From an optimization exercise on the open Yosys and OpenROAD flow, aimed at small area; shortcuts taken in it are not production practice. Only simulation tests tie the RTL to the original design; equivalence was not proved. Power figures rest on the tool's default switching activity, not on a simulated workload.

== lane 1 ==
==> flow/design.v <==
module ALUSystem(
input[2:0] RF_O1Sel,
input[2:0] RF_O2Sel,
input[1:0] RF_FunSel,
input[3:0] RF_RSel,
input[3:0] RF_TSel,
input[3:0] ALU_FunSel,
input[1:0] ARF_OutASel,
input[1:0] ARF_OutBSel,
input[1:0] ARF_FunSel,
input[3:0] ARF_RSel,
input      IR_LH,
input      IR_Enable,
input[1:0] IR_FunSel,
input      Mem_WR,
input      Mem_CS,
input[1:0] MuxASel,
input[1:0] MuxBSel,
input      MuxCSel,
input      Clock,
input [7:0] Mem_RData,
output [7:0] RF_O1,
output [7:0] RF_O2,
output [7:0] ALU_Out,
output [3:0] ALU_FlagOut,
output [7:0] ARF_OutA,
output [7:0] ARF_OutB,
output [15:0] IR_Out,
output [7:0] MuxAOut,
output [7:0] MuxBOut,
output [7:0] MuxCOut
);
    function [7:0] nxt8(input [7:0] q, input ld, input [7:0] ldv, input cnt, input dn);
        reg [7:0] x, t;
        integer i;
        begin
            x = q ^ {8{dn}};
            t[0] = cnt;
            for (i = 1; i < 8; i = i + 1) t[i] = t[i-1] & x[i-1];
            nxt8 = ld ? ldv : (q ^ t);
        end
    endfunction
    wire [7:0] MemOut = (~Mem_WR & ~Mem_CS) ? Mem_RData : 8'h00;
    reg [7:0] ma, mb, mc;
    reg [7:0] alu;
    reg fc, fo;
    reg [7:0] T1, T2, T3, T4, R1, R2, R3, R4;
    reg [2:0] o1s, o2s;
    wire rf_dn = ~RF_FunSel[0];
    wire [7:0] rf_ldv = ma & {8{RF_FunSel[0]}};
    always @(posedge Clock) begin
        T1 <= nxt8(T1, RF_TSel[3] & ~RF_FunSel[1], rf_ldv, RF_TSel[3] & RF_FunSel[1], rf_dn);
        T2 <= nxt8(T2, RF_TSel[2] & ~RF_FunSel[1], rf_ldv, RF_TSel[2] & RF_FunSel[1], rf_dn);
        T3 <= nxt8(T3, RF_TSel[1] & ~RF_FunSel[1], rf_ldv, RF_TSel[1] & RF_FunSel[1], rf_dn);
        T4 <= nxt8(T4, RF_TSel[0] & ~RF_FunSel[1], rf_ldv, RF_TSel[0] & RF_FunSel[1], rf_dn);
        R1 <= nxt8(R1, RF_RSel[3] & ~RF_FunSel[1], rf_ldv, RF_RSel[3] & RF_FunSel[1], rf_dn);
        R2 <= nxt8(R2, RF_RSel[2] & ~RF_FunSel[1], rf_ldv, RF_RSel[2] & RF_FunSel[1], rf_dn);
        R3 <= nxt8(R3, RF_RSel[1] & ~RF_FunSel[1], rf_ldv, RF_RSel[1] & RF_FunSel[1], rf_dn);
        R4 <= nxt8(R4, RF_RSel[0] & ~RF_FunSel[1], rf_ldv, RF_RSel[0] & RF_FunSel[1], rf_dn);
        o1s <= RF_O1Sel;
        o2s <= RF_O2Sel;
    end
    wire [7:0] o1h = 8'd1 << o1s;
    wire [7:0] o2h = 8'd1 << o2s;
    wire [7:0] rf_o1 = (T1 & {8{o1h[0]}}) | (T2 & {8{o1h[1]}}) | (T3 & {8{o1h[2]}}) | (T4 & {8{o1h[3]}})
                     | (R1 & {8{o1h[4]}}) | (R2 & {8{o1h[5]}}) | (R3 & {8{o1h[6]}}) | (R4 & {8{o1h[7]}});
    wire [7:0] rf_o2 = (T1 & {8{o2h[0]}}) | (T2 & {8{o2h[1]}}) | (T3 & {8{o2h[2]}}) | (T4 & {8{o2h[3]}})
                     | (R1 & {8{o2h[4]}}) | (R2 & {8{o2h[5]}}) | (R3 & {8{o2h[6]}}) | (R4 & {8{o2h[7]}});
    reg [7:0] AR, SP, PCP, PC;
    reg [1:0] oas, obs;
    wire arf_dn = ARF_FunSel[0];
    wire [7:0] arf_ldv = mb & {8{ARF_FunSel[0]}};
    always @(posedge Clock) begin
        PC  <= nxt8(PC,  ARF_RSel[3] & ~ARF_FunSel[1], arf_ldv, ARF_RSel[3] & ARF_FunSel[1], arf_dn);
        AR  <= nxt8(AR,  ARF_RSel[2] & ~ARF_FunSel[1], arf_ldv, ARF_RSel[2] & ARF_FunSel[1], arf_dn);
        SP  <= nxt8(SP,  ARF_RSel[1] & ~ARF_FunSel[1], arf_ldv, ARF_RSel[1] & ARF_FunSel[1], arf_dn);
        PCP <= nxt8(PCP, ARF_RSel[0] & ~ARF_FunSel[1], arf_ldv, ARF_RSel[0] & ARF_FunSel[1], arf_dn);
        oas <= ARF_OutASel;
        obs <= ARF_OutBSel;
    end
    wire [3:0] oah = 4'd1 << oas;
    wire [3:0] obh = 4'd1 << obs;
    wire [7:0] arf_a = (AR & {8{oah[0]}}) | (SP & {8{oah[1]}}) | (PCP & {8{oah[2]}}) | (PC & {8{oah[3]}});
    wire [7:0] arf_b = (AR & {8{obh[0]}}) | (SP & {8{obh[1]}}) | (PCP & {8{obh[2]}}) | (PC & {8{obh[3]}});
    reg [15:0] ir;
    reg [15:0] ir_t, ir_x;
    integer k;
    wire ir_cnt = IR_Enable & IR_FunSel[1];
    wire ir_ldl = IR_Enable & ~IR_FunSel[1] & ~(IR_FunSel[0] & IR_LH);
    wire ir_ldh = IR_Enable & ~IR_FunSel[1] & ~(IR_FunSel[0] & ~IR_LH);
    wire [7:0] ir_ldv = MemOut & {8{IR_FunSel[0]}};
    always @* begin
        ir_x = ir ^ {16{~IR_FunSel[0]}};
        ir_t[0] = ir_cnt;
        for (k = 1; k < 16; k = k + 1) ir_t[k] = ir_t[k-1] & ir_x[k-1];
    end
    always @(posedge Clock) begin
        ir[7:0] <= ir_ldl ? ir_ldv : (ir[7:0] ^ ir_t[7:0]);
        ir[15:8] <= ir_ldh ? ir_ldv : (ir[15:8] ^ ir_t[15:8]);
    end
    always @(posedge Clock) begin
        case (MuxASel)
            2'd0: ma <= alu; 2'd1: ma <= MemOut; 2'd2: ma <= ir[7:0]; default: ma <= arf_a;
        endcase
        case (MuxBSel)
            2'd0: mb <= alu; 2'd1: mb <= MemOut; 2'd2: mb <= ir[7:0]; default: mb <= arf_a;
        endcase
        mc <= MuxCSel ? arf_a : rf_o1;
    end
    wire [7:0] A = mc;
    wire [7:0] B = rf_o2;
    wire [3:0] F = ALU_FunSel;
    reg [3:0] lut;
    always @* begin
        case (F)
            4'b0000: lut = 4'b1100;  
            4'b0001: lut = 4'b1010;  
            4'b0010: lut = 4'b0011;  
            4'b0011: lut = 4'b0101;  
            4'b0100: lut = 4'b0110;  
            4'b0101: lut = 4'b1001;  
            4'b0110: lut = 4'b1001;  
            4'b0111: lut = 4'b1000;  
            4'b1000: lut = 4'b1110;  
            4'b1001: lut = 4'b0111;  
            4'b1010: lut = 4'b0110;  
            default: lut = 4'b0000;
        endcase
    end
    wire [7:0] lu;
    wire [8:0] cy;
    assign cy[0] = F[0];
    genvar g;
    generate for (g = 0; g < 8; g = g + 1) begin : gbit
        assign lu[g] = lut[{A[g], B[g]}];
        assign cy[g+1] = lu[g] ? cy[g] : A[g];
    end endgenerate
    wire [7:0] sum = lu ^ cy[7:0];
    wire [7:0] shl = {A[6:0], 1'b0};
    wire [7:0] shr = {(F == 4'b1110) ? A[7] : (F == 4'b1111) ? fc : 1'b0, A[7:1]};
    reg [7:0] r;
    reg c, o;
    always @* begin
        c = fc;
        o = fo;
        case (F)
            4'b0100: begin r = sum; c = cy[8]; o = cy[8]; end
            4'b0101: begin r = sum; c = cy[8] & (|B); o = c ^ sum[7]; end
            4'b0110: r = cy[8] ? A : 8'h00;
            4'b1011: begin r = shl; c = A[7]; end
            4'b1100: begin r = shr; c = A[0]; end
            4'b1101: r = shl;
            4'b1110: r = shr;
            4'b1111: begin r = shr; c = A[0]; end
            default: r = lu;
        endcase
    end
    always @(posedge Clock) begin
        alu <= r;
        fc <= c;
        fo <= o;
    end
    assign RF_O1 = rf_o1;
    assign RF_O2 = rf_o2;
    assign ALU_Out = alu;
    assign ALU_FlagOut = {~|alu, fc, alu[7], fo};
    assign ARF_OutA = arf_a;
    assign ARF_OutB = arf_b;
    assign IR_Out = ir;
    assign MuxAOut = ma;
    assign MuxBOut = mb;
    assign MuxCOut = mc;
endmodule
==> flow/config.mk <==
export PLATFORM = sky130hd
export DESIGN_NAME = ALUSystem
export DESIGN_NICKNAME = ALUSystem
export VERILOG_FILES = /design/flow/design.v
export SDC_FILE = /design/flow/constraint.sdc
export NUM_CORES = 4
export LEC_CHECK = 0
export ABC_AREA = 1
export CAP_MARGIN = 20
export CORE_MARGIN = 2
export CORE_UTILIZATION = 40
export CTS_BUF_LIST = sky130_fd_sc_hd__clkbuf_4 sky130_fd_sc_hd__clkbuf_8
export SLEW_MARGIN = 20
==> flow/constraint.sdc <==
create_clock -name core_clock -period 4.5 [get_ports {Clock}]
set_input_delay 0.9000 -clock core_clock [delete_from_list [all_inputs] [get_ports {Clock}]]
set_output_delay 0.9000 -clock core_clock [all_outputs]
set_load 0.01 [all_outputs]
run.sh (not shown) runs the stock make flow with config.mk's settings and CLKGATE_MAP_FILE= SYNTH_SCRIPT=/design/flow/synth_recipe.tcl, a recipe that flattens the netlist after the stock synthesis.
[inputs] lane 2 vs lane 1
# lane 1
export LEC_CHECK = 0
export ABC_AREA = 1
export CAP_MARGIN = 20
export CORE_MARGIN = 2
export CORE_UTILIZATION = 40
export CTS_BUF_LIST = sky130_fd_sc_hd__clkbuf_4 sky130_fd_sc_hd__clkbuf_8
export SLEW_MARGIN = 20
create_clock -name core_clock -period 4.5 [get_ports {Clock}]
# lane 2
export LEC_CHECK = 0
export ABC_AREA = 1
export CAP_MARGIN = 20
export CORE_MARGIN = 2
export CORE_UTILIZATION = 40
export SLEW_MARGIN = 20
create_clock -name core_clock -period 4.5 [get_ports {Clock}]
==> flow/flow/run.sh (new file) <==
#!/bin/bash
# Own layout flow: the standard layout (standard.sh), changed in three ways:
#  - synthesis maps the logic with an area-oriented ABC script (flow/abc_area.script);
#    everything else in synthesis, registers included, is the standard synthesis;
#  - every input and output port gets a buffer of the smallest buffer cell, buf_1;
#  - the clock tree uses small clock buffers and no dummy loads.
# Each tool's full output goes to a log file of its own in this folder.
set -euo pipefail
W=$PWD

# Synthesis: the standard scripts, with only the ABC area script replaced.
rm -rf "$W/own_scripts"
cp -r "$FLOW_HOME/scripts" "$W/own_scripts"
cp "$W/flow/abc_area.script" "$W/own_scripts/abc_area.script"
bash standard.sh SCRIPTS_DIR="$W/own_scripts" ABC_AREA=1 synth > "$W/synth.log" 2>&1

# The rest of the standard layout.
bash standard.sh \
  "BUFFER_PORTS_ARGS=-buffer_cell sky130_fd_sc_hd__buf_1" \
  "CTS_ARGS=-sink_clustering_enable -repair_clock_nets -dont_use_dummy_load -buf_list {sky130_fd_sc_hd__clkbuf_4 sky130_fd_sc_hd__clkbuf_8}" \
  finish > "$W/layout.log" 2>&1
==> flow/flow/abc_area.script (new file) <==
strash
&get -n
&fraig -x
&put
scorr
dc2
strash
&get -n
&dch -f
&nf -R 1000
&put
&get -n
&dch -f
&nf -R 1000
&put
&get -n
&dch -f
&nf -R 1000
&put
&get -n
&dch -f
&nf -R 1000
&put
&get -n
&dch -f
&nf -R 1000
&put
&get -n
&dch -f
&nf -R 1000
&put
&get -n
&dch -f
&nf -R 1000
&put
&get -n
&dch -f
&nf -R 1000
&put
==> flow/standard.sh (new file) <==
#!/bin/bash
# synth_recipe.tcl (not shown) runs the flow's synth.tcl, then flattens the netlist and writes it again
# the make line also repeats each setting of config.mk as NAME=value (left out here)
make -C /OpenROAD-flow-scripts/flow DESIGN_CONFIG=/design/flow/config.mk WORK_HOME=/design/flow/orfs CLKGATE_MAP_FILE= SYNTH_SCRIPT=/design/flow/synth_recipe.tcl "${@:-finish}"
removed: flow/run.sh
Findings:
- Wire: lane 2 routes less than lane 1
- Comparing lane 2 and lane 1, the lower worst hold slack across all endpoints was measured on lane 1.
- Power share of the clock group: lane 2 vs lane 1 down 6.7 points
For lane 3, these inputs were changed with respect to lane 2:
# lane 2
export LEC_CHECK = 0
export ABC_AREA = 1
export CAP_MARGIN = 20
export CORE_MARGIN = 2
export CORE_UTILIZATION = 40
export SLEW_MARGIN = 20
create_clock -name core_clock -period 4.5 [get_ports {Clock}]
# lane 3
export LEC_CHECK = 0
export ABC_AREA = 1
export CAP_MARGIN = 20
export CORE_MARGIN = 2
export CORE_UTILIZATION = 40
export GPL_TIMING_DRIVEN = 0
export SLEW_MARGIN = 20
create_clock -name core_clock -period 4.5 [get_ports {Clock}]
--- a/flow/flow/run.sh
+++ b/flow/flow/run.sh
@@ -20 +20 @@
-  "CTS_ARGS=-sink_clustering_enable -repair_clock_nets -dont_use_dummy_load -buf_list {sky130_fd_sc_hd__clkbuf_4 sky130_fd_sc_hd__clkbuf_8}" \
+  "CTS_ARGS=-sink_clustering_enable -repair_clock_nets -dont_use_dummy_load -buf_list {sky130_fd_sc_hd__clkbuf_8}" \
==> comparison <==
- The sequential share of layout area of lane 2 and that of lane 3 are within noise of each other.
- The post-route core utilization of lane 2 and that of lane 3 are within noise of each other.
- ~same via count in lane 3 and lane 2
- In the metrics for lane 3 and lane 2, the one carrying the lower number of standard cells in the layout, taps in and fillers out is lane 3.
- Diff lane 2 -> lane 3: pin slew with the least headroom to its limit climbed 0.13 ns; total non-filler cell area in the finished layout barely changed; sequential cell fraction of total power dropped 0.4 points.

## port drivers added, routing unchanged
How much do the figures lean on ideal ports? The routed layouts below were timed once more, with nothing changed but the port constraints. Step 1 (the two cells are an assumption about what drives the block):
set clk [get_ports {Clock}]
set_driving_cell -lib_cell sky130_fd_sc_hd__clkbuf_16 $clk
set_driving_cell -lib_cell sky130_fd_sc_hd__buf_2 [delete_from_list [all_inputs] $clk]
Step 2 times the ports against the registers' clock, not the clock port: input delays grow and output delays shrink by t, the midpoint of the rising clock arrivals with the driver on. a / b / c = no drivers / after step 1 / after step 2; a / b = the first two.
| run | t, ns | setup WS [ns] | clock arrival spread, ns |
|---|---|---|---|
| lane 1 | 0.516 | 0.586 / 0.544 / 0.366 | 0.025 / 0.025 |
| lane 2 | 0.484 | 0.372 / 0.372 / -0.024 | 0.034 / 0.034 |
| lane 3 | 0.497 | 0.236 / 0.236 / -0.150 | 0.046 / 0.046 |
With both steps, setup timing fails in lane 2 and lane 3, where it was met with ideal ports. For lane 2, which loses most, drivers alone change the setup slack by 0.000 ns; drivers and shift together by -0.396 ns.
